Source: an optimization exercise on an open RTL-to-GDS flow (aim: small area). Production flows keep margins and buffers that such runs may drop.
Function was checked by simulation only, so behaviour that the tests miss may differ from the original.

==> v8 <==
==> flow/design.v <==
module Datapath(
    clock,
    reset,
    instr,
    pc,
    rf_we,
    rf_waddr,
    rf_wdata,
    dm_we,
    dm_addr,
    dm_wdata
);
    input reset, clock;
    input [31:0] instr;
    output [31:0] pc;
    output rf_we;
    output [4:0] rf_waddr;
    output [31:0] rf_wdata;
    output dm_we;
    output [4:0] dm_addr;
    output [31:0] dm_wdata;
    wire [6:0] op = instr[6:0];
    wire [4:0] rd = instr[11:7];
    wire [4:0] rs1 = instr[19:15];
    wire [4:0] rs2 = instr[24:20];
    wire [2:0] f3 = instr[14:12];
    wire [6:0] f7 = instr[31:25];
    wire is_r  = (op == 7'b0110011);
    wire is_ld = (op == 7'b0000011);
    wire is_st = (op == 7'b0100011);
    wire is_br = (op == 7'b1100011);
    reg [31:1] pcq;
    assign pc = {pcq, 1'b0};
    reg [31:0] rf [1:31];
    reg [31:0] dm [0:31];
    reg [31:0] a, b;
    integer k;
    always @(*) begin
        a = 32'd0;
        b = 32'd0;
        for (k = 1; k < 32; k = k + 1) begin
            a = a | ({32{rs1 == k}} & rf[k]);
            b = b | ({32{rs2 == k}} & rf[k]);
        end
    end
    wire f7z = (f7 == 7'b0000000);
    wire f7s = (f7 == 7'b0100000);
    wire op_as  = (f7z | f7s) & (f3 == 3'b000);
    wire op_and = f7z & (f3 == 3'b111);
    wire op_or  = f7z & (f3 == 3'b110);
    wire inv = instr[30] | ~instr[4];        
    wire [31:0] bb = b ^ {32{inv}};
    wire [31:0] p = a ^ bb;
    wire [31:0] g = a & bb;
    wire [32:0] s2 = {a, 1'b1} + {bb, inv};
    wire [31:0] sum = s2[32:1];
    genvar n;
    wire [31:0] alu = ({32{op_as}} & sum) |
                      ({32{op_and}} & g) |
                      ({32{op_or}} & (p | g));
    wire [4:0] ioff = is_st ? {instr[26:25], instr[11:9]} : instr[26:22];
    wire [4:0] ip = a[4:0] ^ ioff;
    wire [4:0] ig = a[4:0] & ioff;
    wire [5:0] ic;
    assign ic[0] = 1'b0;
    generate
        for (n = 0; n < 5; n = n + 1) begin : g_idx
            assign ic[n+1] = ig[n] | (ip[n] & ic[n]);
        end
    endgenerate
    wire [4:0] idx = ip ^ ic[4:0];
    reg [31:0] mrd;
    always @(*) begin
        mrd = 32'd0;
        for (k = 0; k < 32; k = k + 1)
            mrd = mrd | ({32{idx == k}} & dm[k]);
    end
    wire [31:0] wd = is_ld ? mrd : alu;
    assign rf_we = is_r | is_ld;
    assign rf_waddr = rd;
    assign rf_wdata = wd;
    assign dm_we = is_st;
    assign dm_addr = idx;
    assign dm_wdata = b;
    wire taken = is_br & (&p);
    wire [10:0] boff = taken ? {instr[7], instr[30:25], instr[11:8]} : 11'd2;
    wire bs = taken & instr[31];
    wire [30:0] pa = {{20{bs}}, boff};
    wire [31:1] pcn = pcq + pa;
    always @(posedge clock)
        if (reset) pcq <= 31'd0;
        else pcq <= pcn;
    wire [31:0] wd0 = wd & {32{~reset}};
    wire [31:0] wd1 = wd | {32{reset}};
    wire [31:0] bd0 = b & {32{~reset}};
    wire [31:0] bd1 = b | {32{reset}};
    genvar i, j;
    generate
        for (i = 1; i < 32; i = i + 1) begin : g_rf
            wire en = reset | (rf_we & (rd == i));
            wire [31:0] rv = (i == 29) ? 32'd252 : i;
            wire [31:0] d;
            for (j = 0; j < 32; j = j + 1) begin : g_b
                assign d[j] = rv[j] ? wd1[j] : wd0[j];
            end
            always @(posedge clock)
                if (en) rf[i] <= d;
        end
        for (i = 0; i < 32; i = i + 1) begin : g_dm
            wire en = reset | (is_st & (idx == i));
            wire [31:0] d;
            for (j = 0; j < 32; j = j + 1) begin : g_b
                assign d[j] = (i >> j) & 1 ? bd1[j] : bd0[j];
            end
            always @(posedge clock)
                if (en) dm[i] <= d;
        end
    endgenerate
endmodule
==> flow/run.sh <==
#!/bin/bash
# synth_recipe.tcl (not shown) runs the flow's synth.tcl, then flattens the netlist and writes it again
# the make line also repeats each setting of config.mk as NAME=value (left out here)
make -C /OpenROAD-flow-scripts/flow DESIGN_CONFIG=/design/flow/config.mk WORK_HOME=/design/flow/orfs CLKGATE_MAP_FILE= SYNTH_SCRIPT=/design/flow/synth_recipe.tcl finish
==> flow/config.mk <==
export PLATFORM = sky130hd
export DESIGN_NAME = Datapath
export DESIGN_NICKNAME = Datapath
export VERILOG_FILES = /design/flow/design.v
export SDC_FILE = /design/flow/constraint.sdc
export NUM_CORES = 4
export LEC_CHECK = 0
export CAP_MARGIN = 20
export CORE_MARGIN = 2
export CORE_UTILIZATION = 60
export CTS_BUF_LIST = sky130_fd_sc_hd__clkbuf_4
export SLEW_MARGIN = 20
==> flow/constraint.sdc <==
create_clock -name core_clock -period 12.0 [get_ports {clock}]
set_input_delay 2.4000 -clock core_clock [delete_from_list [all_inputs] [get_ports {clock}]]
set_output_delay 2.4000 -clock core_clock [all_outputs]
set_load 0.01 [all_outputs]
==> inputs of v35, as changes to v8 <==
==> flow/design.v, changed modules only <==
module Datapath(
    clock,
    reset,
    instr,
    pc,
    rf_we,
    rf_waddr,
    rf_wdata,
    dm_we,
    dm_addr,
    dm_wdata
);
    input reset, clock;
    input [31:0] instr;
    output [31:0] pc;
    output rf_we;
    output [4:0] rf_waddr;
    output [31:0] rf_wdata;
    output dm_we;
    output [4:0] dm_addr;
    output [31:0] dm_wdata;
    wire [6:0] op = instr[6:0];
    wire [4:0] rd = instr[11:7];
    wire [4:0] rs1 = instr[19:15];
    wire [4:0] rs2 = instr[24:20];
    wire [2:0] f3 = instr[14:12];
    wire [6:0] f7 = instr[31:25];
    wire is_r  = (op == 7'b0110011);
    wire is_ld = (op == 7'b0000011);
    wire is_st = (op == 7'b0100011);
    wire is_br = (op == 7'b1100011);
    reg [31:1] pcq;
    assign pc = {pcq, 1'b0};
    reg [31:0] rf [1:31];
    reg [31:0] dm [0:31];
    wire [31:1] sa, sb;
    genvar n;
    generate
        for (n = 1; n < 32; n = n + 1) begin : g_sel
            assign sa[n] = (rs1 == n);
            assign sb[n] = (rs2 == n);
        end
    endgenerate
    wire [31:0] a, b;
    generate
        for (n = 0; n < 32; n = n + 1) begin : g_rd
            wire [31:1] col;
            genvar m;
            for (m = 1; m < 32; m = m + 1) begin : g_c
                assign col[m] = rf[m][n];
            end
            OneHotMux31 mux_a(.sel(sa), .d(col), .o(a[n]));
            OneHotMux31 mux_b(.sel(sb), .d(col), .o(b[n]));
        end
    endgenerate
    wire f7z = (f7 == 7'b0000000);
    wire f7s = (f7 == 7'b0100000);
    wire op_as  = (f7z | f7s) & (f3 == 3'b000);
    wire op_and = f7z & (f3 == 3'b111);
    wire op_or  = f7z & (f3 == 3'b110);
    wire inv = instr[30] | ~instr[4];        
    wire [31:0] bb = b ^ {32{inv}};
    wire [31:0] p = a ^ bb;
    wire [31:0] g = a & bb;
    wire [32:0] s2 = {a, 1'b1} + {bb, inv};
    wire [31:0] sum = s2[32:1];
    wire [31:0] alu = ({32{op_as}} & sum) |
                      ({32{op_and}} & g) |
                      ({32{op_or}} & (p | g));
    wire [4:0] ioff = is_st ? {instr[26:25], instr[11:9]} : instr[26:22];
    wire [4:0] ip = a[4:0] ^ ioff;
    wire [4:0] ig = a[4:0] & ioff;
    wire [4:1] ic;
    assign ic[1] = ig[0];
    assign ic[2] = ig[1] | (ip[1] & ig[0]);
    assign ic[3] = ig[2] | (ip[2] & ig[1]) | (ip[2] & ip[1] & ig[0]);
    assign ic[4] = ig[3] | (ip[3] & ig[2]) | (ip[3] & ip[2] & ig[1]) |
                   (ip[3] & ip[2] & ip[1] & ig[0]);
    wire [4:0] idx = ip ^ {ic, 1'b0};
    wire [31:0] sm;
    generate
        for (n = 0; n < 32; n = n + 1) begin : g_msel
            assign sm[n] = is_ld & (idx == n);
        end
    endgenerate
    wire [31:0] wd;
    generate
        for (n = 0; n < 32; n = n + 1) begin : g_mrd
            wire [31:0] col;
            genvar m;
            for (m = 0; m < 32; m = m + 1) begin : g_c
                assign col[m] = dm[m][n];
            end
            OneHotMux33 mux_m(.sel(sm), .d(col), .sx(~is_ld), .dx(alu[n]), .o(wd[n]));
        end
    endgenerate
    assign rf_we = is_r | is_ld;
    assign rf_waddr = rd;
    assign rf_wdata = wd;
    assign dm_we = is_st;
    assign dm_addr = idx;
    assign dm_wdata = b;
    wire taken = is_br & (&p);
    wire [10:0] boff = taken ? {instr[7], instr[30:25], instr[11:8]} : 11'd2;
    wire bs = taken & instr[31];
    wire [30:0] pa = {{20{bs}}, boff};
    wire [31:1] pcn = pcq + pa;
    always @(posedge clock)
        if (reset) pcq <= 31'd0;
        else pcq <= pcn;
    wire [31:0] wd0 = wd & {32{~reset}};
    wire [31:0] wd1 = wd | {32{reset}};
    wire [31:0] bd0 = b & {32{~reset}};
    wire [31:0] bd1 = b | {32{reset}};
    genvar i, j;
    generate
        for (i = 1; i < 32; i = i + 1) begin : g_rf
            wire en = reset | (rf_we & (rd == i));
            wire [31:0] rv = (i == 29) ? 32'd252 : i;
            wire [31:0] d;
            for (j = 0; j < 32; j = j + 1) begin : g_b
                assign d[j] = rv[j] ? wd1[j] : wd0[j];
            end
            always @(posedge clock)
                if (en) rf[i] <= d;
        end
        for (i = 0; i < 32; i = i + 1) begin : g_dm
            wire en = reset | (is_st & (idx == i));
            wire [31:0] d;
            for (j = 0; j < 32; j = j + 1) begin : g_b
                assign d[j] = (i >> j) & 1 ? bd1[j] : bd0[j];
            end
            always @(posedge clock)
                if (en) dm[i] <= d;
        end
    endgenerate
endmodule
module OneHotMux31(sel, d, o);
    input [31:1] sel;
    input [31:1] d;
    output o;
    wire [10:0] t;
    genvar g;
    generate
        for (g = 0; g < 10; g = g + 1) begin : g_t
            AOI222 u(.a0(sel[3*g+1]), .b0(d[3*g+1]), .a1(sel[3*g+2]), .b1(d[3*g+2]),
                     .a2(sel[3*g+3]), .b2(d[3*g+3]), .y(t[g]));
        end
    endgenerate
    assign t[10] = ~(sel[31] & d[31]);
    assign o = ~&t;
endmodule
module OneHotMux33(sel, d, sx, dx, o);
    input [31:0] sel;
    input [31:0] d;
    input sx, dx;
    output o;
    wire [10:0] t;
    genvar g;
    generate
        for (g = 0; g < 10; g = g + 1) begin : g_t
            AOI222 u(.a0(sel[3*g]), .b0(d[3*g]), .a1(sel[3*g+1]), .b1(d[3*g+1]),
                     .a2(sel[3*g+2]), .b2(d[3*g+2]), .y(t[g]));
        end
    endgenerate
    AOI222 u_x(.a0(sel[30]), .b0(d[30]), .a1(sel[31]), .b1(d[31]), .a2(sx), .b2(dx), .y(t[10]));
    assign o = ~&t;
endmodule
module AOI222(a0, b0, a1, b1, a2, b2, y);
    input a0, b0, a1, b1, a2, b2;
    output y;
    assign y = ~((a0 & b0) | (a1 & b1) | (a2 & b2));
endmodule
==> flow/flow/run.sh (new file) <==
#!/bin/bash
# Layout flow: the standard ORFS flow (standard synthesis unchanged),
# with a leaner clock tree (clkbuf_8 leaves over clusters of up to 16
# sinks, no dummy loads) and plain buf_2 port buffers.
# Each tool's output goes to a log in this folder.
set -euo pipefail
CTS="-sink_clustering_enable -repair_clock_nets -dont_use_dummy_load"
CTS="$CTS -sink_clustering_size 16 -sink_clustering_max_diameter 60"
CTS="$CTS -buf_list {sky130_fd_sc_hd__clkbuf_8}"
bash standard.sh "CTS_ARGS=$CTS" \
    "BUFFER_PORTS_ARGS=-buffer_cell sky130_fd_sc_hd__buf_2" \
    finish > standard_flow.log 2>&1
==> flow/standard.sh (new file) <==
#!/bin/bash
# synth_recipe.tcl (not shown) runs the flow's synth.tcl, then flattens the netlist and writes it again
# the make line also repeats each setting of config.mk as NAME=value (left out here)
make -C /OpenROAD-flow-scripts/flow DESIGN_CONFIG=/design/flow/config.mk WORK_HOME=/design/flow/orfs CLKGATE_MAP_FILE= SYNTH_SCRIPT=/design/flow/synth_recipe.tcl "${@:-finish}"
--- a/flow/config.mk
+++ b/flow/config.mk
@@ -8,5 +8,5 @@
 export CAP_MARGIN = 20
 export CORE_MARGIN = 2
-export CORE_UTILIZATION = 60
-export CTS_BUF_LIST = sky130_fd_sc_hd__clkbuf_4
+export CORE_UTILIZATION = 70
 export SLEW_MARGIN = 20
+export SYNTH_HIERARCHICAL = 1
removed: flow/run.sh
==> summary of the runs <==
v8 completed, yet does not pass: setup timing. v35 produced a clean layout. Synthesized cell count: v35 is smaller than v8 (19%). Setup slack: v8 is lower than v35 (0.50 ns). In v35 the die area is smaller than in v8, by about 19%. Synthesized area: v8 is higher than v35 (about 6%). Global-route usage: v8 is higher than v35 (3.7 points). In v35 the via count is smaller than in v8, by 17%. Against v35, the maximum frequency of v8 is lower by 4.1%. Between v35 and v8, the lower count of clock-buffer cells in the layout is in v35 (gap 586).

port drivers added, routing unchanged:
In the flow no input, the clock included, has a driving cell. The finished layouts below were timed again as built, in two steps.
Step 1: set_driving_cell puts a clkbuf_16 on clock and a buf_2 on each other input, an assumption about the parent block.
Step 2 times the ports against the registers' clock, not the clock port: input delays grow and output delays shrink by t, the midpoint of the rising clock arrivals with the driver on.
Three values: no drivers, after step 1, after step 2; two values: the first two.
| run | shift t [ns] | slack for setup (ns) | clock arrival spread, ns | worst slew at a driven data input, ns |
|---|---|---|---|---|
| v8 | 1.416 | -0.006 / -0.039 / -0.039 | 0.094 / 0.094 | 0.07 |
| v35 | 0.938 | 0.493 / 0.297 / 0.297 | 0.124 / 0.124 | 0.23 |
For v35, which loses most, drivers alone change the setup slack by -0.196 ns; drivers and shift together by -0.196 ns.
